Background: an optimization exercise with open tools, aiming at small area. Do not read the settings as production practice. At most, simulation tests tie the RTL to the original design; equivalence was not proved. Only the layout flow was run in run 1; the RTL was not checked for function there. The flow treats the clock pin as an ideal source, which a real chip does not have. Power is estimated from default activity; no workload was simulated.

### flow/flow/run.sh
#!/bin/bash
# Own layout flow: the standard synthesis, then the combinational logic between the
# standard synthesis's flip-flops is re-mapped by ABC for area (flip-flops, their names and
# cell types are kept as the standard synthesis made them), then the standard layout
# with plain buf_1 port buffers. The re-mapping is tried with several ABC seeds in two
# rounds (the second starts from the first round's smallest netlist); the smallest is kept.
# Each tool's output goes to a log file of its own in the work folder.
set -euo pipefail
W=$(pwd)
R=$W/orfs/results/${FLOW_PLATFORM}/Mono_Pong/base
LIB=$FLOW_HOME/platforms/${FLOW_PLATFORM}/lib/sky130_fd_sc_hd__tt_025C_1v80.lib
YOSYS=$(command -v yosys || echo "$FLOW_HOME/../tools/install/yosys/bin/yosys")

bash standard.sh synth > "$W/synth.log" 2>&1
cp "$R/1_2_yosys.v" "$W/standard_synth.v"
SEQ=$(grep -oE "sky130_fd_sc_hd__[a-z0-9_]+" "$W/standard_synth.v" | sort -u | grep -E "__(e?df|sdf|dl|conb)" | tr '\n' ' ')
ffs() { grep -E "sky130_fd_sc_hd__(e?df|sdf|dl)[a-z0-9_]* " "$1" | sort; }
ffs "$W/standard_synth.v" > "$W/ff_standard.txt"

resynth() { # input netlist, seed -> resynth_<seed>.v, resynth_<seed>.log
  local in=$1 s=$2
  sed "s|@SEED@|$s|" "$W/flow/area.abc" > "$W/area_$s.abc"
  sed -e "s|@LIB@|$LIB|g" -e "s|@SEQ@|$SEQ|g" -e "s|@IN@|$in|g" \
      -e "s|@OUT@|$W/resynth_$s.v|g" -e "s|@ABC@|$W/area_$s.abc|g" -e "s|@TOP@|$FLOW_TOP|g" \
      "$W/flow/resynth.ys" > "$W/resynth_$s.ys"
  "$YOSYS" -s "$W/resynth_$s.ys" > "$W/resynth_$s.log" 2>&1 || true
}
best="$W/standard_synth.v"; best_area=1e12
pick() { # keep the smallest valid netlist among the given seeds
  for s in "$@"; do
    [[ -s "$W/resynth_$s.v" ]] || continue
    ffs "$W/resynth_$s.v" > "$W/ff_$s.txt"
    cmp -s "$W/ff_standard.txt" "$W/ff_$s.txt" || continue
    a=$(grep -a "Chip area" "$W/resynth_$s.log" | tail -1 | awk '{print $NF}')
    if awk -v a="$a" -v b="$best_area" 'BEGIN{exit !(a<b)}'; then best="$W/resynth_$s.v"; best_area=$a; fi
  done
}
for s in 1 2 3 4; do resynth "$W/standard_synth.v" $s & done; wait
pick 1 2 3 4
cp "$best" "$W/round1.v"
for s in 5 6 7 8; do resynth "$W/round1.v" $s & done; wait
pick 5 6 7 8
echo "kept $best ($best_area um2)" > "$W/resynth_choice.log"
cp "$best" "$W/resynth.v"
cp "$best" "$R/1_2_yosys.v"
touch "$R/1_2_yosys.v"

# ports get the smallest plain buffer instead of the delay buffer buffer_ports picks itself
export BUFFER_PORTS_ARGS="-buffer_cell sky130_fd_sc_hd__buf_1"
bash standard.sh finish > "$W/layout.log" 2>&1
### flow/flow/area.abc
strash
&get -n
&deepsyn -T 30 -S @SEED@
&put
strash
dch -f
amap
topo
### flow/flow/resynth.ys
# re-map the combinational logic of the standard synthesis netlist; flip-flops stay as they are
read_liberty -ignore_miss_func @LIB@
blackbox @SEQ@
read_verilog @IN@
hierarchy -top @TOP@
flatten
rename -hide w:*.*
opt -purge
abc -liberty @LIB@ -dont_use *probe* -dont_use *lpflow* -dont_use *clkbuf* -dont_use *clkinv* -script @ABC@
opt_clean -purge
setundef -zero
splitnets
opt_clean -purge
hilomap -singleton -hicell sky130_fd_sc_hd__conb_1 HI -locell sky130_fd_sc_hd__conb_1 LO
insbuf -buf sky130_fd_sc_hd__buf_1 A X
opt_clean -purge
stat -liberty @LIB@
write_verilog -noattr -nohex -nodec @OUT@
### flow/standard.sh
#!/bin/bash
# synth_recipe.tcl (not shown) runs the flow's synth.tcl, then flattens the netlist and writes it again
# the make line also repeats each setting of config.mk as NAME=value (left out here)
make -C /OpenROAD-flow-scripts/flow DESIGN_CONFIG=/design/flow/config.mk WORK_HOME=/design/flow/orfs CLKGATE_MAP_FILE= SYNTH_SCRIPT=/design/flow/synth_recipe.tcl "${@:-finish}"
### flow/config.mk
export PLATFORM = sky130hd
export DESIGN_NAME = Mono_Pong
export DESIGN_NICKNAME = Mono_Pong
export VERILOG_FILES = /design/flow/design.v
export SDC_FILE = /design/flow/constraint.sdc
export NUM_CORES = 4
export LEC_CHECK = 0
export ABC_AREA = 1
export CAP_MARGIN = 20
export CORE_AREA = 2.3 2.72 59.8 59.84
export CTS_BUF_LIST = sky130_fd_sc_hd__clkbuf_4
export CTS_CLUSTER_DIAMETER = 100
export CTS_CLUSTER_SIZE = 30
export DIE_AREA = 0 0 62 62
export SLEW_MARGIN = 20
### flow/constraint.sdc
create_clock -name core_clock -period 10.0 [get_ports {clk}]
set_input_delay 2.0000 -clock core_clock [delete_from_list [all_inputs] [get_ports {clk}]]
set_output_delay 2.0000 -clock core_clock [all_outputs]
set_load 0.01 [all_outputs]
### flow/design.v
module Mono_Pong(input clk, input rst, input start, input stop, input push_1, input push_2,
					output [13:0] disp_score, output LED_r, output LED_g,
					output [9:0] LED, output [6:0] disp_level, output [1:0] blue,
					output [3:0] zybo_LED);
	reg [7:0] score;	 
	reg [3:0] level;	 
	reg [3:0] pos;		 
	reg       dir;		 
	reg       clck;		 
	reg [3:0] m;		 
	reg [4:0] p;		 
	reg       push;		 
	reg       cc;		 
	localparam [4:0] P0 = 5'd0, PM1 = 5'd16, P24 = 5'd20, P25 = 5'd9;
	wire running = |level;
	wire half = (m == 4'd0) & (p == P25);
	wire tick = half & ~clck;
	wire off = pos[3] & pos[1];
	wire at0 = ~pos[3] & ~pos[2] & ~pos[1] & ~pos[0];
	wire at9 = pos[3] & ~pos[1] & pos[0];
	wire at_end = at0 | at9;
	wire at1 = ~pos[3] & ~pos[2] & ~pos[1] & pos[0];
	wire at8 = pos[3] & ~pos[0];
	wire turn = dir ? at1 : at8;		 
	wire hit_pos = dir ? at9 : at0;		 
	wire btn_end = dir ? push_1 : push_2;	 
	wire btn_next = dir ? push_2 : push_1;	 
	wire bcd = ~dir;
	wire nine = (score[3:0] == 4'd8);
	wire low_wrap = (score[3:0] == 4'd14) | (bcd & nine);
	wire [3:0] low_step = {score[3:0][2:0], ((score[3:0] == 4'd0) | (score[3:0] == 4'd1) | (score[3:0] == 4'd2) | (score[3:0] == 4'd3) | (score[3:0] == 4'd7) | (score[3:0] == 4'd12) | (score[3:0] == 4'd13) | (score[3:0] == 4'd14))};
	wire [3:0] high_step = {score[7:4][2:0], ((score[7:4] == 4'd0) | (score[7:4] == 4'd4) | (score[7:4] == 4'd5) | (score[7:4] == 4'd6) | (score[7:4] == 4'd7) | (score[7:4] == 4'd9) | (score[7:4] == 4'd10) | (score[7:4] == 4'd11))};
	wire [7:0] score_inc = low_wrap ? {high_step, 4'd13} : {score[7:4], low_step};
	wire [3:0] level_inc = {level[2:0], ((level == 4'd0) | (level == 4'd4) | (level == 4'd5) | (level == 4'd6) | (level == 4'd7) | (level == 4'd9) | (level == 4'd10) | (level == 4'd11))};
	wire [3:0] m_inc = {m[2:0], ((m == 4'd0) | (m == 4'd4) | (m == 4'd5) | (m == 4'd6) | (m == 4'd7) | (m == 4'd9) | (m == 4'd10) | (m == 4'd11))};
	wire play = running & ~stop;			 
	wire new_game = ~running & start;
	wire hit = play & hit_pos & push;
	wire miss = play & hit_pos & ~push;
	wire up = hit & bcd & nine & (level != 4'd8);
	wire [3:0] level_step = new_game ? 4'd1 : (stop | miss) ? 4'd0 : up ? level_inc : level;
	wire level_chg = new_game | (running & stop) | miss | up;
	wire [3:0] level_n = rst ? 4'd0 : tick ? level_step : level;
	wire chg = tick & level_chg & ~rst;
	wire reload = rst | half;
	wire wrap = (p == P24) & (m != 4'd0);
	wire run_n = |level_n;
	always @(posedge clk) begin
		level <= level_n;
		if (rst | (tick & new_game))
			score <= {4'd9, 4'd13};
		else if (tick & hit)
			score <= score_inc;
		if (rst | (tick & ~running & ~start))
			pos <= 4'd15;
		else if (tick & new_game) begin
			pos <= 4'd4;
		end else if (tick & play) begin
			pos <= dir ? pos - 4'd1 : pos + 4'd1;
		end
		dir <= ~(tick & new_game) & (dir ^ (tick & play & turn));
		if (tick & ~turn)
			cc <= btn_next;
		if (reload) begin
			m <= level_n;
			p <= chg ? (run_n ? PM1 : P24) : (run_n ? P0 : P25);
		end else begin
			if (wrap) m <= m_inc;
			p <= wrap ? P0 : {p[3:0], ~(p[4] ^ p[2])};
		end
		if (rst)
			clck <= 1'b0;
		else if (half)
			clck <= ~clck;
		if (reload)
			push <= 1'b0;
		else if (running & at_end & ~cc & btn_end)
			push <= 1'b1;
	end
	assign LED_g = ~off;
	assign LED_r = off;
	assign LED[0] = at0;
	assign LED[1] = at1;
	assign LED[2] = ~pos[3] & ~pos[2] & pos[1] & ~pos[0];
	assign LED[3] = ~pos[3] & ~pos[2] & pos[1] & pos[0];
	assign LED[4] = ~pos[3] & pos[2] & ~pos[1] & ~pos[0];
	assign LED[5] = ~pos[3] & pos[2] & ~pos[1] & pos[0];
	assign LED[6] = ~pos[3] & pos[2] & pos[1] & ~pos[0];
	assign LED[7] = ~pos[3] & pos[2] & pos[1] & pos[0];
	assign LED[8] = at8;
	assign LED[9] = at9;
	assign blue = {push_2, push_1};
	assign zybo_LED = {stop, start, push, push};
	assign disp_score[6:0] = {((score[3:0] == 4'd0) | (score[3:0] == 4'd1) | (score[3:0] == 4'd2) | (score[3:0] == 4'd4) | (score[3:0] == 4'd5) | (score[3:0] == 4'd6) | (score[3:0] == 4'd7) | (score[3:0] == 4'd8) | (score[3:0] == 4'd9) | (score[3:0] == 4'd12) | (score[3:0] == 4'd14) | (score[3:0] == 4'd15)),
		((score[3:0] == 4'd0) | (score[3:0] == 4'd1) | (score[3:0] == 4'd2) | (score[3:0] == 4'd3) | (score[3:0] == 4'd4) | (score[3:0] == 4'd5) | (score[3:0] == 4'd8) | (score[3:0] == 4'd9) | (score[3:0] == 4'd13) | (score[3:0] == 4'd14) | (score[3:0] == 4'd15)),
		((score[3:0] == 4'd0) | (score[3:0] == 4'd1) | (score[3:0] == 4'd3) | (score[3:0] == 4'd4) | (score[3:0] == 4'd5) | (score[3:0] == 4'd6) | (score[3:0] == 4'd7) | (score[3:0] == 4'd13) | (score[3:0] == 4'd14) | (score[3:0] == 4'd15)),
		((score[3:0] == 4'd1) | (score[3:0] == 4'd2) | (score[3:0] == 4'd3) | (score[3:0] == 4'd4) | (score[3:0] == 4'd5) | (score[3:0] == 4'd6) | (score[3:0] == 4'd7) | (score[3:0] == 4'd12) | (score[3:0] == 4'd13) | (score[3:0] == 4'd15)),
		((score[3:0] == 4'd0) | (score[3:0] == 4'd1) | (score[3:0] == 4'd2) | (score[3:0] == 4'd4) | (score[3:0] == 4'd5) | (score[3:0] == 4'd7) | (score[3:0] == 4'd8) | (score[3:0] == 4'd9) | (score[3:0] == 4'd10) | (score[3:0] == 4'd11) | (score[3:0] == 4'd12) | (score[3:0] == 4'd13)),
		((score[3:0] == 4'd0) | (score[3:0] == 4'd4) | (score[3:0] == 4'd6) | (score[3:0] == 4'd7) | (score[3:0] == 4'd8) | (score[3:0] == 4'd9) | (score[3:0] == 4'd10) | (score[3:0] == 4'd11) | (score[3:0] == 4'd12) | (score[3:0] == 4'd13)),
		((score[3:0] == 4'd0) | (score[3:0] == 4'd2) | (score[3:0] == 4'd3) | (score[3:0] == 4'd4) | (score[3:0] == 4'd5) | (score[3:0] == 4'd6) | (score[3:0] == 4'd8) | (score[3:0] == 4'd10) | (score[3:0] == 4'd12) | (score[3:0] == 4'd13) | (score[3:0] == 4'd14) | (score[3:0] == 4'd15))};
	assign disp_score[13:7] = {((score[7:4] == 4'd1) | (score[7:4] == 4'd2) | (score[7:4] == 4'd4) | (score[7:4] == 4'd5) | (score[7:4] == 4'd6) | (score[7:4] == 4'd8) | (score[7:4] == 4'd10) | (score[7:4] == 4'd11) | (score[7:4] == 4'd12) | (score[7:4] == 4'd13) | (score[7:4] == 4'd14) | (score[7:4] == 4'd15)),
		((score[7:4] == 4'd0) | (score[7:4] == 4'd2) | (score[7:4] == 4'd4) | (score[7:4] == 4'd5) | (score[7:4] == 4'd8) | (score[7:4] == 4'd9) | (score[7:4] == 4'd10) | (score[7:4] == 4'd11) | (score[7:4] == 4'd12) | (score[7:4] == 4'd14) | (score[7:4] == 4'd15)),
		((score[7:4] == 4'd0) | (score[7:4] == 4'd1) | (score[7:4] == 4'd2) | (score[7:4] == 4'd4) | (score[7:4] == 4'd6) | (score[7:4] == 4'd8) | (score[7:4] == 4'd9) | (score[7:4] == 4'd11) | (score[7:4] == 4'd12) | (score[7:4] == 4'd15)),
		((score[7:4] == 4'd0) | (score[7:4] == 4'd1) | (score[7:4] == 4'd2) | (score[7:4] == 4'd5) | (score[7:4] == 4'd6) | (score[7:4] == 4'd8) | (score[7:4] == 4'd9) | (score[7:4] == 4'd11) | (score[7:4] == 4'd13) | (score[7:4] == 4'd15)),
		((score[7:4] == 4'd1) | (score[7:4] == 4'd3) | (score[7:4] == 4'd5) | (score[7:4] == 4'd7) | (score[7:4] == 4'd8) | (score[7:4] == 4'd9) | (score[7:4] == 4'd10) | (score[7:4] == 4'd11) | (score[7:4] == 4'd12) | (score[7:4] == 4'd13) | (score[7:4] == 4'd14) | (score[7:4] == 4'd15)),
		((score[7:4] == 4'd1) | (score[7:4] == 4'd3) | (score[7:4] == 4'd6) | (score[7:4] == 4'd7) | (score[7:4] == 4'd9) | (score[7:4] == 4'd10) | (score[7:4] == 4'd12) | (score[7:4] == 4'd13) | (score[7:4] == 4'd14) | (score[7:4] == 4'd15)),
		((score[7:4] == 4'd0) | (score[7:4] == 4'd2) | (score[7:4] == 4'd4) | (score[7:4] == 4'd5) | (score[7:4] == 4'd6) | (score[7:4] == 4'd7) | (score[7:4] == 4'd9) | (score[7:4] == 4'd11) | (score[7:4] == 4'd12) | (score[7:4] == 4'd13) | (score[7:4] == 4'd14) | (score[7:4] == 4'd15))};
	assign disp_level = {((level == 4'd2) | (level == 4'd3) | (level == 4'd4) | (level == 4'd5) | (level == 4'd6) | (level == 4'd7) | (level == 4'd8) | (level == 4'd9) | (level == 4'd10) | (level == 4'd11) | (level == 4'd12) | (level == 4'd14)),
		((level == 4'd0) | (level == 4'd3) | (level == 4'd5) | (level == 4'd6) | (level == 4'd7) | (level == 4'd8) | (level == 4'd9) | (level == 4'd10) | (level == 4'd11) | (level == 4'd12) | (level == 4'd15)),
		((level == 4'd0) | (level == 4'd2) | (level == 4'd6) | (level == 4'd7) | (level == 4'd8) | (level == 4'd10) | (level == 4'd11) | (level == 4'd12) | (level == 4'd14) | (level == 4'd15)),
		((level == 4'd0) | (level == 4'd2) | (level == 4'd3) | (level == 4'd4) | (level == 4'd6) | (level == 4'd7) | (level == 4'd10) | (level == 4'd12) | (level == 4'd14) | (level == 4'd15)),
		((level == 4'd0) | (level == 4'd1) | (level == 4'd3) | (level == 4'd4) | (level == 4'd5) | (level == 4'd6) | (level == 4'd7) | (level == 4'd9) | (level == 4'd10) | (level == 4'd11) | (level == 4'd13) | (level == 4'd14)),
		((level == 4'd0) | (level == 4'd1) | (level == 4'd2) | (level == 4'd4) | (level == 4'd5) | (level == 4'd9) | (level == 4'd10) | (level == 4'd11) | (level == 4'd13) | (level == 4'd14)),
		((level == 4'd0) | (level == 4'd2) | (level == 4'd3) | (level == 4'd4) | (level == 4'd5) | (level == 4'd6) | (level == 4'd8) | (level == 4'd10) | (level == 4'd11) | (level == 4'd12) | (level == 4'd13) | (level == 4'd15))};
endmodule
==> results.json, run 1 <==
{
  "htree_num_levels": 2,
  "hold_violations": 0,
  "setup_tns_ps": 0,
  "cts-hold-fix-buffers": 0,
  "rsz0062_at_grt": "no",
  "grt_pass1_wl_um": 5720,
  "crit_type": "in -> out",
  "power_w": 0.000259,
  "stdcell_count": 332,
  "drt_pass1_iterations": 4,
  "layout_min_cycle_time_ps": 4300,
  "finalCritPeriodShare_pct": 43.0,
  "relSlewSlack_pct": 54.0,
  "row_count": 21,
  "layout.nets": 291,
  "synthesis.nets": 246,
  "crit_buf_inv": 2,
  "grt_pass1_vias": 1351,
  "wl_met2_um": 1690,
  "syn_avg_cell_area_um2": 6.76,
  "post-dp-hpwl_um": 2810,
  "cts_buffers": 5,
  "utilization_pct": 57.9,
  "cts.sinks": 29,
  "post_cts_resized": 0,
  "syn2layout_area_growth_pct": 17.2,
  "cp_slowest_cell": "buf_1",
  "antenna_found_initial": 0,
  "drive_gt1_share_pct": 2.45,
  "syn_area_mm2": 0.00162,
  "path_clk_slew_ps": 90,
  "max_slew.worst_pin.slew_ps": 683,
  "dpl.cell_count": 324,
  "dieArea_mm2": 0.00384,
  "cp-end-kind": "output port",
  "finClkSkew_ps": 7.27,
  "met3_length_um": 111,
  "crit_family": "buffers and inverters",
  "p_leak_nw": 0.839,
  "cts_tree": "built",
  "via_per_inst": 5.09,
  "die_w_um": 62,
  "arrival_ps": 2300,
  "finalWirelength_um": 3630,
  "peakVddDrop_v": 0.000109,
  "worst_slack_ps": 5700,
  "slowest_delay_ps": 170,
  "start_util_pct": 49.4,
  "fp.coreArea_mm2": 0.00328,
  "overflow": 0,
  "ys_warn_count": 1,
  "cts_buffer_depth": 2,
  "ios": 45,
  "die_h_um": 62,
  "power.density_mw_per_mm2": 136,
  "portBuffers": 44,
  "grt_max_degree": 12,
  "clock_latency_ps": 340,
  "first_iter_violations": 113,
  "hold_class": "reg -> reg",
  "nFillCells": 341,
  "syn_inst": 240,
  "place.gp.congestion": 0.825,
  "cp.required_ps": 8000,
  "diodes": 0,
  "status": "finished clean",
  "max_cap_viol_count": 0,
  "cts_root_buf": "clkbuf_4",
  "fmax_mhz": 233,
  "dr.max_layer_used": "met4",
  "post_drt_wl_per_cell_um": 10.9,
  "mostFrequentLayoutCell": "nor2_1",
  "drt-met1-wl_um": 1750,
  "path_cells": "buf_1 -> buf_1",
  "postCtsSetupBuffers": 0,
  "vias": 1689,
  "final_max_slew_viol_count": 0,
  "crit_top_cell": "buf_1",
  "pre_cts_ws_ps": 5710,
  "crit_path_max_fanout": 3,
  "setup_viol": 0,
  "grt_usage_pct": 20.6,
  "final_cell_mix": "65 x nor2_1, 44 x buf_1, 35 x inv_1",
  "antenna_left": 0,
  "startpoint_type": "input pin",
  "drc": 0
}
## worst min-delay path, delay by kind of cell, from the launching register on
| family | cells | cell delay, ps |
|---|---|---|
| flip-flops | 1 | 320 |
| buffers and inverters | 1 | 60 |
| AND/OR/NAND/NOR | 1 | 40 |
## cell type report
type / count / area, um2 / area share (%)
Tap cell: 46 / 57.6 / 3.03
Clock inverter: 3 / 41.3 / 2.17
Multi-Input combinational cell: 170 / 838 / 44.1
Sequential cell: 29 / 631 / 33.2
Inverter: 35 / 131 / 6.91
Clock buffer: 5 / 37.5 / 1.97
Timing Repair Buffer: 44 / 165 / 8.68
## power breakdown
part	total (W)	leakage [nW]	internal (W)	switching (W)
Combinational	0.0000336	0.554	0.0000112	0.0000225
Clock	0.0000956	0.0389	0.0000517	0.0000439
Sequential	0.000130	0.246	0.000126	0.00000428
Total	0.000259	0.839	0.000189	0.0000707
## final timing paths
| path | startpoint | end | slack (ps) | cells after the start |
|---|---|---|---|---|
| hold / removal | p[0]$_DFF_P_ | p[1]$_SDFF_PP0_ | 460 | 2 |
| hold reg to reg | p[0]$_DFF_P_ | p[1]$_SDFF_PP0_ | 460 | 2 |
| setup / recovery | stop | zybo_LED[3] | 5700 | 2 |
| setup reg to reg | m[0]$_DFFE_PP_ | m[3]$_DFFE_PP_ | 6640 | 16 |
## layer usage
metal  vias to the layer above  GRT usage (%)
met5                         -              0
met4                         0           10.9
met3                         8           4.35
met2                        34           33.2
met1                       738           25.8
li1                        909              -
## registers in the layout (all words and copies together), names as in the netlist
| register | cells |
|---|---|
| score | 8 |
| cc | 1 |
| p | 5 |
| m | 4 |
| level | 4 |
| dir | 1 |
| clck | 1 |
| push | 1 |
| pos | 4 |
## metrics by stage
step | cell area [um2] | hold slack, ps
final | 1900 | 458
after global routing | 1900 | 507
after CTS | 1900 | 460
after detailed placement | 1820 | 447
after global placement | 1820 | 448
after floorplan | 1620 | 431
==> run 2, diff against run 1 <==
--- a/flow/design.v
+++ b/flow/design.v
@@ -28,8 +28,10 @@
 	wire bcd = ~dir;
 	wire nine = (score[3:0] == 4'd8);
 	wire low_wrap = (score[3:0] == 4'd14) | (bcd & nine);
-	wire [3:0] low_step = {score[3:0][2:0], ((score[3:0] == 4'd0) | (score[3:0] == 4'd1) | (score[3:0] == 4'd2) | (score[3:0] == 4'd3) | (score[3:0] == 4'd7) | (score[3:0] == 4'd12) | (score[3:0] == 4'd13) | (score[3:0] == 4'd14))};
-	wire [3:0] high_step = {score[7:4][2:0], ((score[7:4] == 4'd0) | (score[7:4] == 4'd4) | (score[7:4] == 4'd5) | (score[7:4] == 4'd6) | (score[7:4] == 4'd7) | (score[7:4] == 4'd9) | (score[7:4] == 4'd10) | (score[7:4] == 4'd11))};
+	wire [3:0] sl = score[3:0];
+	wire [3:0] sh = score[7:4];
+	wire [3:0] low_step = {sl[2:0], ((sl == 4'd0) | (sl == 4'd1) | (sl == 4'd2) | (sl == 4'd3) | (sl == 4'd7) | (sl == 4'd12) | (sl == 4'd13) | (sl == 4'd14))};
+	wire [3:0] high_step = {sh[2:0], ((sh == 4'd0) | (sh == 4'd4) | (sh == 4'd5) | (sh == 4'd6) | (sh == 4'd7) | (sh == 4'd9) | (sh == 4'd10) | (sh == 4'd11))};
 	wire [7:0] score_inc = low_wrap ? {high_step, 4'd13} : {score[7:4], low_step};
 	wire [3:0] level_inc = {level[2:0], ((level == 4'd0) | (level == 4'd4) | (level == 4'd5) | (level == 4'd6) | (level == 4'd7) | (level == 4'd9) | (level == 4'd10) | (level == 4'd11))};
 	wire [3:0] m_inc = {m[2:0], ((m == 4'd0) | (m == 4'd4) | (m == 4'd5) | (m == 4'd6) | (m == 4'd7) | (m == 4'd9) | (m == 4'd10) | (m == 4'd11))};
--- a/flow/flow/run.sh
+++ b/flow/flow/run.sh
@@ -2,8 +2,8 @@
 # Own layout flow: the standard synthesis, then the combinational logic between the
 # standard synthesis's flip-flops is re-mapped by ABC for area (flip-flops, their names and
 # cell types are kept as the standard synthesis made them), then the standard layout
-# with plain buf_1 port buffers. The re-mapping is tried with several ABC seeds in two
-# rounds (the second starts from the first round's smallest netlist); the smallest is kept.
+# with plain buf_1 port buffers. The re-mapping is tried with eight ABC seeds; the smallest
+# netlist is kept.
 # Each tool's output goes to a log file of its own in the work folder.
 set -euo pipefail
 W=$(pwd)
@@ -37,8 +37,7 @@
 }
 for s in 1 2 3 4; do resynth "$W/standard_synth.v" $s & done; wait
 pick 1 2 3 4
-cp "$best" "$W/round1.v"
-for s in 5 6 7 8; do resynth "$W/round1.v" $s & done; wait
+for s in 5 6 7 8; do resynth "$W/standard_synth.v" $s & done; wait
 pick 5 6 7 8
 echo "kept $best ($best_area um2)" > "$W/resynth_choice.log"
 cp "$best" "$W/resynth.v"
==> run 2 against run 1 <==
Maximum frequency grew 0.20%. Register-to-register slack worse by 220 ps. First-iteration DRC count shrank 31%. Sequential power is essentially flat. Area after synthesis down 1.5%. Worst hold slack better by 9.5 ps. Still clean on timing, DRC and antenna. Global-route usage increased by 0.19 points. Clock power decreased by 26%. Non-clock buffer count unchanged. Critical path depth stayed put. Cell count decreased by 3.0%. Largest cell class unchanged. Highest routed layer unchanged.
==> results.json, run 2 <==
{
  "finalCritPeriodShare_pct": 42.9,
  "first_iter_violations": 78,
  "fp.coreArea_mm2": 0.00328,
  "syn_area_mm2": 0.00160,
  "via_per_inst": 5.25,
  "cp_slowest_cell": "buf_1",
  "crit_buf_inv": 2,
  "grt_usage_pct": 20.8,
  "regToRegSetupSlack_ps": 6420,
  "hp-start": "p[0]$_DFF_P_",
  "fmax_mhz": 233,
  "min_to": "p[1]$_SDFF_PP0_",
  "status": "finished clean",
  "largest_register": "score",
  "r2r-start": "m[0]$_DFFE_PP_",
  "crit_start": "stop",
  "overflow": 0,
  "p_leak_nw": 0.745,
  "post-dp-hpwl_um": 2870,
  "syn_inst": 230,
  "worst_slack_ps": 5710,
  "final_cell_mix": "64 x nor2_1, 44 x buf_1, 33 x inv_1",
  "setup_tns_ps": 0,
  "slowest_delay_ps": 160,
  "rr_endpoint": "m[0]$_DFFE_PP_",
  "clock_latency_ps": 320,
  "finClkSkew_ps": 5.71,
  "dieArea_mm2": 0.00384,
  "start_util_pct": 48.7,
  "layout.nets": 281,
  "synthesis.nets": 236,
  "reg_top3": "score x8, p x5",
  "setup_viol": 0,
  "die_w_um": 62,
  "hold_violations": 0,
  "cp-end-kind": "output port",
  "row_count": 21,
  "hold_class": "reg -> reg",
  "cts_tree": "built",
  "crit_top_cell": "buf_1",
  "cts_buffer_depth": 2,
  "crit_family": "buffers and inverters",
  "cts_buffers": 5,
  "antenna_found_initial": 0,
  "syn_avg_cell_area_um2": 6.95,
  "relSlewSlack_pct": 54.1,
  "ios": 45,
  "portBuffers": 44,
  "arrival_ps": 2290,
  "cts-hold-fix-buffers": 0,
  "layout_min_cycle_time_ps": 4290,
  "grt_pass1_wl_um": 5850,
  "cts.sinks": 29,
  "diodes": 0,
  "drive_gt1_share_pct": 2.54,
  "vias": 1689,
  "die_h_um": 62,
  "cts_root_buf": "clkbuf_4",
  "crit_type": "in -> out",
  "post_drt_wl_per_cell_um": 11.5,
  "drt_pass1_iterations": 5,
  "largest_reg_flops": 8,
  "post_cts_resized": 0,
  "place.gp.congestion": 0.812,
  "peakVddDrop_v": 0.0000588,
  "path_cells": "buf_1 -> buf_1",
  "crit_path_max_fanout": 3,
  "final_max_slew_viol_count": 0,
  "mostFrequentLayoutCell": "nor2_1",
  "drc": 0,
  "crit_cells": 2,
  "antenna_left": 0,
  "rsz0062_at_grt": "no",
  "postCtsSetupBuffers": 0,
  "grt_pass1_vias": 1369,
  "htree_num_levels": 2,
  "cp.required_ps": 8000,
  "grt_max_degree": 10,
  "syn2layout_area_growth_pct": 16.0,
  "ff2ff_path_depth": 16,
  "finalWirelength_um": 3700,
  "utilization_pct": 56.5,
  "ys_warn_count": 1,
  "pre_cts_ws_ps": 5710,
  "path_clk_slew_ps": 80,
  "power.density_mw_per_mm2": 129,
  "max_slew.worst_pin.slew_ps": 682,
  "startpoint_type": "input pin",
  "holdPathStages": 2,
  "max_cap_viol_count": 0
}
==> run 2: area by class of cell <==
| class | count | area (um2) |
|---|---|---|
| repair buffers | 44 | 165 |
| inverters | 33 | 124 |
| flip-flops and latches | 29 | 631 |
| clock buffers | 7 | 52.6 |
| clock inverters | 1 | 3.75 |
| multi-input cells | 162 | 822 |
| well taps | 46 | 57.6 |
| fillers | 332 | 1430 |
==> run 2: metrics by stage <==
stage	hold slack [ps]	power (W)	instance area, um2	instances
6_report	468	0.000239	1860	322
3_3_place_gp	464	0.000171	1800	314
4_1_cts	469	0.000241	1860	322
5_1_grt	486	0.000253	1860	322
3_5_place_dp	456	0.000170	1800	314
2_1_floorplan	431	0.000160	1600	230
==> run 2: worst max-delay path by stage <==
stage          slack (ps)           to
5_1_grt              5650  zybo_LED[3]
4_1_cts              5710  zybo_LED[3]
3_3_place_gp         5710  zybo_LED[3]
2_1_floorplan        5880      blue[0]
3_5_place_dp         5710  zybo_LED[3]
6_report             5710  zybo_LED[3]
==> run 2: worst reg2reg max path, cell delays in order (launching register included) <==
cell	delay [ps]
edfxtp_1	400
nor2_1	110
nor2_1	70
nor3_1	260
nand4_1	250
inv_1	260
nand2_1	130
nor3_1	420
o211ai_1	240
nor2_1	250
inv_1	100
nor2_1	130
or3_1	150
nor2_1	40
a2111oi_0	430
nand2_1	100
o21ai_0	90
==> run 2: report_power, final <==
part,leakage [nW],switching (W),internal (W)
combinational,0.465,0.0000228,0.0000129
sequential,0.246,0.00000563,0.000126
clock,0.0338,0.0000386,0.0000324
total,0.745,0.0000671,0.000172
==> run 2: per-layer routing <==
metal | wire length [um] | vias up | GRT usage (%) | share of wire, %
met1 | 1740 | 762 | 26.6 | 47
met4 | 42 | 0 | 7.29 | 1.1
met2 | 1760 | 34 | 32.9 | 47
met3 | 162 | 5 | 6.83 | 4.4
met5 | 0 | - | 0 | 0
li1 | - | 888 | - | -
==> run 3, diff against run 2 <==
--- a/flow/flow/run.sh
+++ b/flow/flow/run.sh
@@ -2,8 +2,8 @@
 # Own layout flow: the standard synthesis, then the combinational logic between the
 # standard synthesis's flip-flops is re-mapped by ABC for area (flip-flops, their names and
 # cell types are kept as the standard synthesis made them), then the standard layout
-# with plain buf_1 port buffers. The re-mapping is tried with eight ABC seeds; the smallest
-# netlist is kept.
+# with plain buf_1 port buffers and without CTS's dummy clock loads. The re-mapping is tried
+# with twelve ABC seeds; the smallest netlist is kept.
 # Each tool's output goes to a log file of its own in the work folder.
 set -euo pipefail
 W=$(pwd)
@@ -39,6 +39,8 @@
 pick 1 2 3 4
 for s in 5 6 7 8; do resynth "$W/standard_synth.v" $s & done; wait
 pick 5 6 7 8
+for s in 9 10 11 12; do resynth "$W/standard_synth.v" $s & done; wait
+pick 9 10 11 12
 echo "kept $best ($best_area um2)" > "$W/resynth_choice.log"
 cp "$best" "$W/resynth.v"
 cp "$best" "$R/1_2_yosys.v"
@@ -46,4 +48,5 @@
 
 # ports get the smallest plain buffer instead of the delay buffer buffer_ports picks itself
 export BUFFER_PORTS_ARGS="-buffer_cell sky130_fd_sc_hd__buf_1"
+export CTS_ARGS="-sink_clustering_enable -repair_clock_nets -sink_clustering_size 30 -sink_clustering_max_diameter 100 -buf_list sky130_fd_sc_hd__clkbuf_4 -dont_use_dummy_load"
 bash standard.sh finish > "$W/layout.log" 2>&1
==> run 3 against run 2 <==
Utilization is 0.57 points lower. Maximum frequency stayed put. Non-clock buffer count stayed put. Clock-buffer cell count is 2 lower. Global-route usage is 0.17 points lower. Sequential share of layout area is 0.35 points higher. Via count is 0.36% lower. Area after synthesis stayed put. Clock skew is 1.2 ps lower. Critical endpoint unchanged. Highest routed layer unchanged.
==> results.json, run 3 <==
{
  "htree_num_levels": 2,
  "grt_pass1_wl_um": 5800,
  "post_cts_resized": 0,
  "final_cell_area_mm2": 0.00184,
  "syn_area_mm2": 0.00160,
  "grt_usage_pct": 20.6,
  "reg_top3": "score x8, p x5",
  "finalWirelength_um": 3690,
  "utilization_pct": 55.9,
  "clock_latency_ps": 320,
  "final_cell_mix": "64 x nor2_1, 44 x buf_1, 33 x inv_1",
  "finalCritPeriodShare_pct": 42.9,
  "row_count": 21,
  "mostFrequentLayoutCell": "nor2_1",
  "syn2layout_area_growth_pct": 14.9,
  "cts_buffer_depth": 2,
  "start_util_pct": 48.7,
  "die_w_um": 62,
  "cts_root_buf": "clkbuf_4",
  "post_drt_wl_per_cell_um": 11.6,
  "hold_violations": 0,
  "grt_max_degree": 9,
  "hold_class": "reg -> reg",
  "cp-end-kind": "output port",
  "startpoint_type": "input pin",
  "dpl_cell_area_mm2": 0.00180,
  "syn_inst": 230,
  "crit_buf_inv": 2,
  "crit_type": "in -> out",
  "drt_pass1_iterations": 4,
  "place.gp.congestion": 0.812,
  "cts-hold-fix-buffers": 0,
  "fmax_mhz": 233,
  "dieArea_mm2": 0.00384,
  "synthesis.nets": 236,
  "portBuffers": 44,
  "syn_avg_cell_area_um2": 6.95,
  "die_h_um": 62,
  "antenna_found_initial": 0,
  "post-dp-hpwl_um": 2870,
  "largest_reg_flops": 8,
  "path_cells": "buf_1 -> buf_1",
  "peakVddDrop_v": 0.0000471,
  "cts_tree": "built",
  "p_leak_nw": 0.734,
  "finClkSkew_ps": 4.55,
  "layout_min_cycle_time_ps": 4290,
  "crit_path_max_fanout": 3,
  "cts.sinks": 29,
  "cp_slowest_cell": "buf_1",
  "overflow": 0,
  "setup_viol": 0,
  "largest_register": "score",
  "vias": 1683,
  "first_iter_violations": 64,
  "fp.coreArea_mm2": 0.00328,
  "diodes": 0,
  "relSlewSlack_pct": 54.1,
  "ios": 45,
  "ys_warn_count": 1,
  "layout.nets": 281,
  "antenna_left": 0,
  "crit_family": "buffers and inverters",
  "grt_pass1_vias": 1365,
  "via_per_inst": 5.28,
  "status": "finished clean",
  "max_slew.worst_pin.slew_ps": 682,
  "cts_buffers": 5,
  "crit_top_cell": "buf_1",
  "cp.required_ps": 8000,
  "drc": 0,
  "path_clk_slew_ps": 80,
  "setup_tns_ps": 0,
  "postCtsSetupBuffers": 0,
  "rsz0062_at_grt": "no",
  "final_max_slew_viol_count": 0,
  "arrival_ps": 2290,
  "power.density_mw_per_mm2": 123,
  "max_cap_viol_count": 0,
  "slowest_delay_ps": 160,
  "drive_gt1_share_pct": 1.83
}
-- run 3: changes by cell type in the layout (fill, tap and decap cells not counted), sizes merged --
cell | previous run | this run
clkinv | 1 | 0
clkbuf | 7 | 5
-- run 3: tightest hold or removal path: stages (launching register included) --
cell     delay, ps
dfxtp_1        320
inv_1           70
nor2_1          40
-- run 3: layout make-up --
| cell class | instances | area, um2 |
|---|---|---|
| clock buffers | 5 | 37.5 |
| fillers | 331 | 1450 |
| inverters | 33 | 124 |
| multi-input cells | 162 | 822 |
| flip-flops and latches | 29 | 631 |
| well taps | 46 | 57.6 |
| repair buffers | 44 | 165 |
-- run 3: metal layers --
metal,vias to the layer above,global-route usage [%],part of all wire (%)
met4,0,7.29,1.1
met2,34,32.6,47
met5,-,0,0
met1,760,26.3,47
li1,884,-,-
met3,5,6.83,4.4
-- run 3: power breakdown --
group | total [W] | internal (W) | switching, W
Sequential | 0.000132 | 0.000126 | 0.00000565
Combinational | 0.0000357 | 0.0000129 | 0.0000228
Clock | 0.0000592 | 0.0000234 | 0.0000358
Total | 0.000227 | 0.000163 | 0.0000643
-- run 3: metrics by stage --
stage | power, W | std cells | worst slack, ps | hold slack (ps)
6_report | 0.000227 | 319 | 5710 | 468
5_1_grt | 0.000241 | 319 | 5650 | 486
4_1_cts | 0.000229 | 319 | 5710 | 469
3_5_place_dp | 0.000170 | 314 | 5710 | 456
3_3_place_gp | 0.000171 | 314 | 5710 | 464
2_1_floorplan | 0.000160 | 230 | 5880 | 431
-- run 3: final timing paths --
check / start / to / slack [ps] / cells past startpoint
max: stop / zybo_LED[3] / 5710 / 2
min reg2reg: p[0]$_DFF_P_ / p[1]$_SDFF_PP0_ / 470 / 2
max reg2reg: m[0]$_DFFE_PP_ / m[0]$_DFFE_PP_ / 6420 / 16
min: p[0]$_DFF_P_ / p[1]$_SDFF_PP0_ / 470 / 2
==> run 4, diff against run 3 <==
--- a/flow/design.v
+++ b/flow/design.v
@@ -40,9 +40,9 @@
 	wire hit = play & hit_pos & push;
 	wire miss = play & hit_pos & ~push;
 	wire up = hit & bcd & nine & (level != 4'd8);
-	wire [3:0] level_step = new_game ? 4'd1 : (stop | miss) ? 4'd0 : up ? level_inc : level;
 	wire level_chg = new_game | (running & stop) | miss | up;
-	wire [3:0] level_n = rst ? 4'd0 : tick ? level_step : level;
+	wire kill = rst | (tick & running & (stop | miss));
+	wire [3:0] level_n = kill ? 4'd0 : (tick & (new_game | up)) ? level_inc : level;
 	wire chg = tick & level_chg & ~rst;
 	wire reload = rst | half;
 	wire wrap = (p == P24) & (m != 4'd0);
==> run 4 against run 3 <==
Routed wire length is 0.60% lower. Still clean on timing, DRC and antenna. Combinational power shrank 17%. Utilization decreased by 0.61 points. Final area fell by 1.1%. First-iteration DRC count up 53%. Via count down 1.8%. Area after synthesis is 1.3% lower. Total power is 3.8% lower.
==> results.json, run 4 <==
{
  "status": "finished clean",
  "layout_min_cycle_time_ps": 4280,
  "final_cell_area_mm2": 0.00182,
  "layout.nets": 278,
  "cts.sinks": 29,
  "dpl_cell_area_mm2": 0.00178,
  "reg_top3": "score x8, p x5",
  "largest_register": "score",
  "grt_max_degree": 9,
  "dieArea_mm2": 0.00384,
  "postCtsSetupBuffers": 0,
  "vias": 1653,
  "crit_path_max_fanout": 3,
  "final_max_slew_viol_count": 0,
  "row_count": 21,
  "power.density_mw_per_mm2": 120,
  "post_cts_resized": 0,
  "crit_buf_inv": 2,
  "largest_reg_flops": 8,
  "fp.coreArea_mm2": 0.00328,
  "ios": 45,
  "cts_root_buf": "clkbuf_4",
  "rsz0062_at_grt": "no",
  "grt_usage_pct": 19.6,
  "startpoint_type": "input pin",
  "finalWirelength_um": 3670,
  "crit_cells": 2,
  "cts_buffers": 5,
  "overflow": 0,
  "start_util_pct": 48.1,
  "antenna_left": 0,
  "cts-hold-fix-buffers": 0,
  "finalCritPeriodShare_pct": 42.8,
  "cp-end-kind": "output port",
  "clock_latency_ps": 320,
  "syn_inst": 227,
  "max_cap_viol_count": 0,
  "die_w_um": 62,
  "place.gp.congestion": 0.918,
  "crit_type": "in -> out",
  "final_cell_mix": "58 x nor2_1, 44 x buf_1, 32 x inv_1",
  "finClkSkew_ps": 12.1,
  "hold_violations": 0,
  "multi_input_area_um2": 806,
  "die_h_um": 62,
  "htree_num_levels": 2,
  "seq_area_um2": 631,
  "path_cells": "buf_1 -> buf_1",
  "slowest_delay_ps": 160,
  "setup_viol": 0,
  "crit_top_cell": "buf_1",
  "diodes": 0,
  "arrival_ps": 2280,
  "ff2ff_path_depth": 13,
  "cts_tree": "built",
  "p_leak_nw": 0.741,
  "drt_pass1_iterations": 4,
  "antenna_found_initial": 0,
  "holdPathStages": 1,
  "via_per_inst": 5.23,
  "hold_class": "reg -> reg",
  "cp.required_ps": 8000,
  "nFillCells": 362,
  "fmax_mhz": 234,
  "peakVddDrop_v": 0.0000612,
  "power_w": 0.000218,
  "grt_pass1_vias": 1306,
  "post-dp-hpwl_um": 2890,
  "relSlewSlack_pct": 51.5,
  "drive_gt1_share_pct": 1.85,
  "first_iter_violations": 98,
  "max_slew.worst_pin.slew_ps": 720,
  "cts_buffer_depth": 2,
  "portBuffers": 44,
  "mostFrequentLayoutCell": "nor2_1",
  "syn2layout_area_growth_pct": 15.1,
  "drc": 0,
  "synthesis.nets": 233,
  "post_drt_wl_per_cell_um": 11.6,
  "cp_slowest_cell": "buf_1",
  "ys_warn_count": 1,
  "syn_area_mm2": 0.00158,
  "grt_pass1_wl_um": 5580,
  "setup_tns_ps": 0,
  "path_clk_slew_ps": 70,
  "crit_family": "buffers and inverters",
  "syn_avg_cell_area_um2": 6.96
}
run 4: final cells by class:
cell class	instances	area share (%)
well taps	46	3.17
repair buffers	44	9.09
inverters	32	6.61
multi-input cells	160	44.4
clock buffers	5	2.07
flip-flops and latches	29	34.7
run 4: power by group:
part	switching (W)	leakage (nW)	internal (W)
Sequential	0.00000497	0.246	0.000125
Clock	0.0000347	0.0230	0.0000234
Combinational	0.0000189	0.472	0.0000108
Total	0.0000585	0.741	0.000160
run 4: routing by layer:
layer	global-route usage [%]	wire, um	up-vias
met1	25.8	1740	733
met4	5.17	48	0
met5	0	0	-
met3	7.04	192	8
li1	-	-	871
met2	30.4	1690	41
run 4: worst paths after layout:
path | from | to | slack [ps]
worst max-delay path | push_1 | blue[0] | 5720
worst max register to register | m[0]$_DFFE_PP_ | score[0]$_SDFFE_PP1P_ | 6750
worst min-delay path | pos[3]$_SDFFE_PP1P_ | pos[3]$_SDFFE_PP1P_ | 480
worst min register to register | pos[3]$_SDFFE_PP1P_ | pos[3]$_SDFFE_PP1P_ | 480
run 4: metrics by stage:
step | hold slack (ps) | setup WS [ps] | util (%) | cells
final | 483 | 5720 | 55.3 | 316
after global routing | 513 | 5700 | 55.3 | 316
after CTS | 488 | 5710 | 55.3 | 316
after detailed placement | 474 | 5710 | 54.2 | 311
after global placement | 467 | 5730 | 54.2 | 311
after floorplan | 445 | 5880 | - | 227
==> run 5, diff against run 4 <==
--- a/flow/design.v
+++ b/flow/design.v
@@ -40,9 +40,9 @@
 	wire hit = play & hit_pos & push;
 	wire miss = play & hit_pos & ~push;
 	wire up = hit & bcd & nine & (level != 4'd8);
+	wire [3:0] level_step = new_game ? 4'd1 : (stop | miss) ? 4'd0 : up ? level_inc : level;
 	wire level_chg = new_game | (running & stop) | miss | up;
-	wire kill = rst | (tick & running & (stop | miss));
-	wire [3:0] level_n = kill ? 4'd0 : (tick & (new_game | up)) ? level_inc : level;
+	wire [3:0] level_n = rst ? 4'd0 : tick ? level_step : level;
 	wire chg = tick & level_chg & ~rst;
 	wire reload = rst | half;
 	wire wrap = (p == P24) & (m != 4'd0);
--- a/flow/flow/run.sh
+++ b/flow/flow/run.sh
@@ -2,8 +2,8 @@
 # Own layout flow: the standard synthesis, then the combinational logic between the
 # standard synthesis's flip-flops is re-mapped by ABC for area (flip-flops, their names and
 # cell types are kept as the standard synthesis made them), then the standard layout
-# with plain buf_1 port buffers and without CTS's dummy clock loads. The re-mapping is tried
-# with twelve ABC seeds; the smallest netlist is kept.
+# with plain buf_1 port buffers and a one-buffer clock tree. The re-mapping is tried with eight ABC seeds; the smallest
+# netlist is kept.
 # Each tool's output goes to a log file of its own in the work folder.
 set -euo pipefail
 W=$(pwd)
@@ -39,8 +39,6 @@
 pick 1 2 3 4
 for s in 5 6 7 8; do resynth "$W/standard_synth.v" $s & done; wait
 pick 5 6 7 8
-for s in 9 10 11 12; do resynth "$W/standard_synth.v" $s & done; wait
-pick 9 10 11 12
 echo "kept $best ($best_area um2)" > "$W/resynth_choice.log"
 cp "$best" "$W/resynth.v"
 cp "$best" "$R/1_2_yosys.v"
@@ -48,5 +46,7 @@
 
 # ports get the smallest plain buffer instead of the delay buffer buffer_ports picks itself
 export BUFFER_PORTS_ARGS="-buffer_cell sky130_fd_sc_hd__buf_1"
-export CTS_ARGS="-sink_clustering_enable -repair_clock_nets -sink_clustering_size 30 -sink_clustering_max_diameter 100 -buf_list sky130_fd_sc_hd__clkbuf_4 -dont_use_dummy_load"
+# after CTS, one clock buffer drives all flip-flops (see post_cts.tcl)
+export POST_CTS_TCL="$W/flow/post_cts.tcl"
+export POST_CTS_ROOT_BUF=sky130_fd_sc_hd__clkbuf_8
 bash standard.sh finish > "$W/layout.log" 2>&1
==> flow/flow/post_cts.tcl (new file) <==
# Run by ORFS's cts step after its clock tree (POST_CTS_TCL): the tree TritonCTS built for this
# small design (a root buffer and four leaf buffers) is replaced by its root buffer alone,
# sized up, driving every flip-flop clock pin. All flip-flops keep a common clock arrival.
# Nothing changes unless the tree is made only of clkbuf cells and flip-flop clock pins.
set block [ord::get_db_block]
set db [ord::get_db]
set port_net [[$block findBTerm clk] getNet]
set root ""
foreach it [$port_net getITerms] {
  set inst [$it getInst]
  if {[string match "sky130_fd_sc_hd__clkbuf_*" [[$inst getMaster] getName]]} { lappend root $inst }
}
if {[llength $root] != 1} {
  puts "post_cts: [llength $root] buffers on the clock port, tree kept"
  return
}
set root_out [[$root findITerm X] getNet]
set bufs {}
set sinks {}
set ok 1
set queue [list $root_out]
while {[llength $queue]} {
  set n [lindex $queue 0]
  set queue [lrange $queue 1 end]
  foreach it [$n getITerms] {
    set inst [$it getInst]
    if {$inst eq $root} continue
    set m [[$inst getMaster] getName]
    set pin [[$it getMTerm] getName]
    if {[string match "sky130_fd_sc_hd__clkbuf_*" $m] && $pin eq "A"} {
      lappend bufs $inst
      lappend queue [[$inst findITerm X] getNet]
    } elseif {[string match "sky130_fd_sc_hd__*df*" $m] && $pin eq "CLK"} {
      lappend sinks $it
    } else {
      puts "post_cts: unexpected clock load $m/$pin, tree kept"
      set ok 0
    }
  }
}
if {!$ok} { return }
puts "post_cts: replacing [llength $bufs] leaf buffers, [llength $sinks] flip-flop clock pins"
foreach it $sinks {
  $it disconnect
  $it connect $root_out
}
foreach b $bufs {
  set n [[$b findITerm X] getNet]
  odb::dbInst_destroy $b
  if {$n ne "NULL" && [llength [$n getITerms]] == 0} { odb::dbNet_destroy $n }
}
$root swapMaster [$db findMaster $::env(POST_CTS_ROOT_BUF)]
detailed_placement
check_placement -verbose
estimate_parasitics -placement
report_clock_skew
==> run 5 against run 4 <==
The flow now stops in 4_1_cts. Area after synthesis grew 1.3%. Synthesized cell count grew 1.3%.
==> results.json, run 5 <==
{
  "row_count": 21,
  "portBuffers": 44,
  "error_line": "Error: cts.tcl, 90 invalid command name \"NULL\"",
  "ys_warn_count": 1,
  "die_w_um": 62,
  "status": "aborted with a tool error",
  "start_util_pct": 48.7,
  "lastStage": "4_1_cts",
  "synthesis.nets": 236,
  "post-dp-hpwl_um": 2870,
  "syn_inst": 230,
  "ios": 45,
  "dpl.cell_count": 314,
  "syn_avg_cell_area_um2": 6.95,
  "place.gp.congestion": 0.812,
  "die_h_um": 62,
  "syn_area_mm2": 0.00160
}
==> run 5: how the worst max path moves through the flow <==
stage                start           to  slack (ps)  depth (start not counted)
detailed placement    stop  zybo_LED[3]        5710                          2
floorplan           push_1      blue[0]        5880                          1
global placement      stop  zybo_LED[3]        5710                          2
==> run 5: metrics by stage <==
stage	worst slack (ps)	total power (W)	hold slack, ps	instance area (um2)	util, %
after floorplan	5880	0.000160	431	1600	-
after detailed placement	5710	0.000170	456	1800	54.8
after global placement	5710	0.000171	464	1800	54.8
==> run 5: power groups by stage <==
stage | clock network (W) | registers [W] | logic (W)
2_1_floorplan | 0 | 0.000133 | 0.0000270
3_3_place_gp | 0 | 0.000135 | 0.0000362
3_5_place_dp | 0 | 0.000135 | 0.0000356

## re-timing with driven ports
The results above use ideal ports. As a check the final layouts listed here were re-extracted and re-timed, cells and wires unchanged.
Step 1, drivers: a clkbuf_16 drives clk and a buf_2 each remaining input, both assumed.
Step 2 times the ports against the registers' clock, not the clock port: input delays grow and output delays shrink by t, the midpoint of the rising clock arrivals with the driver on.
a / b / c = no drivers / after step 1 / after step 2; a / b = the first two.
run	shift t [ns]	slack for setup (ns)	worst slew at a driven data input, ns	cell pins on the clock port's net
run 1	0.356	5.702 / 5.681 / 5.681	0.03	1
run 2	0.342	5.711 / 5.687 / 5.687	0.03	1
run 3	0.337	5.711 / 5.687 / 5.687	0.03	1
run 4	0.337	5.718 / 5.696 / 5.696	0.03	1
After both steps setup and hold are still met in every run listed.
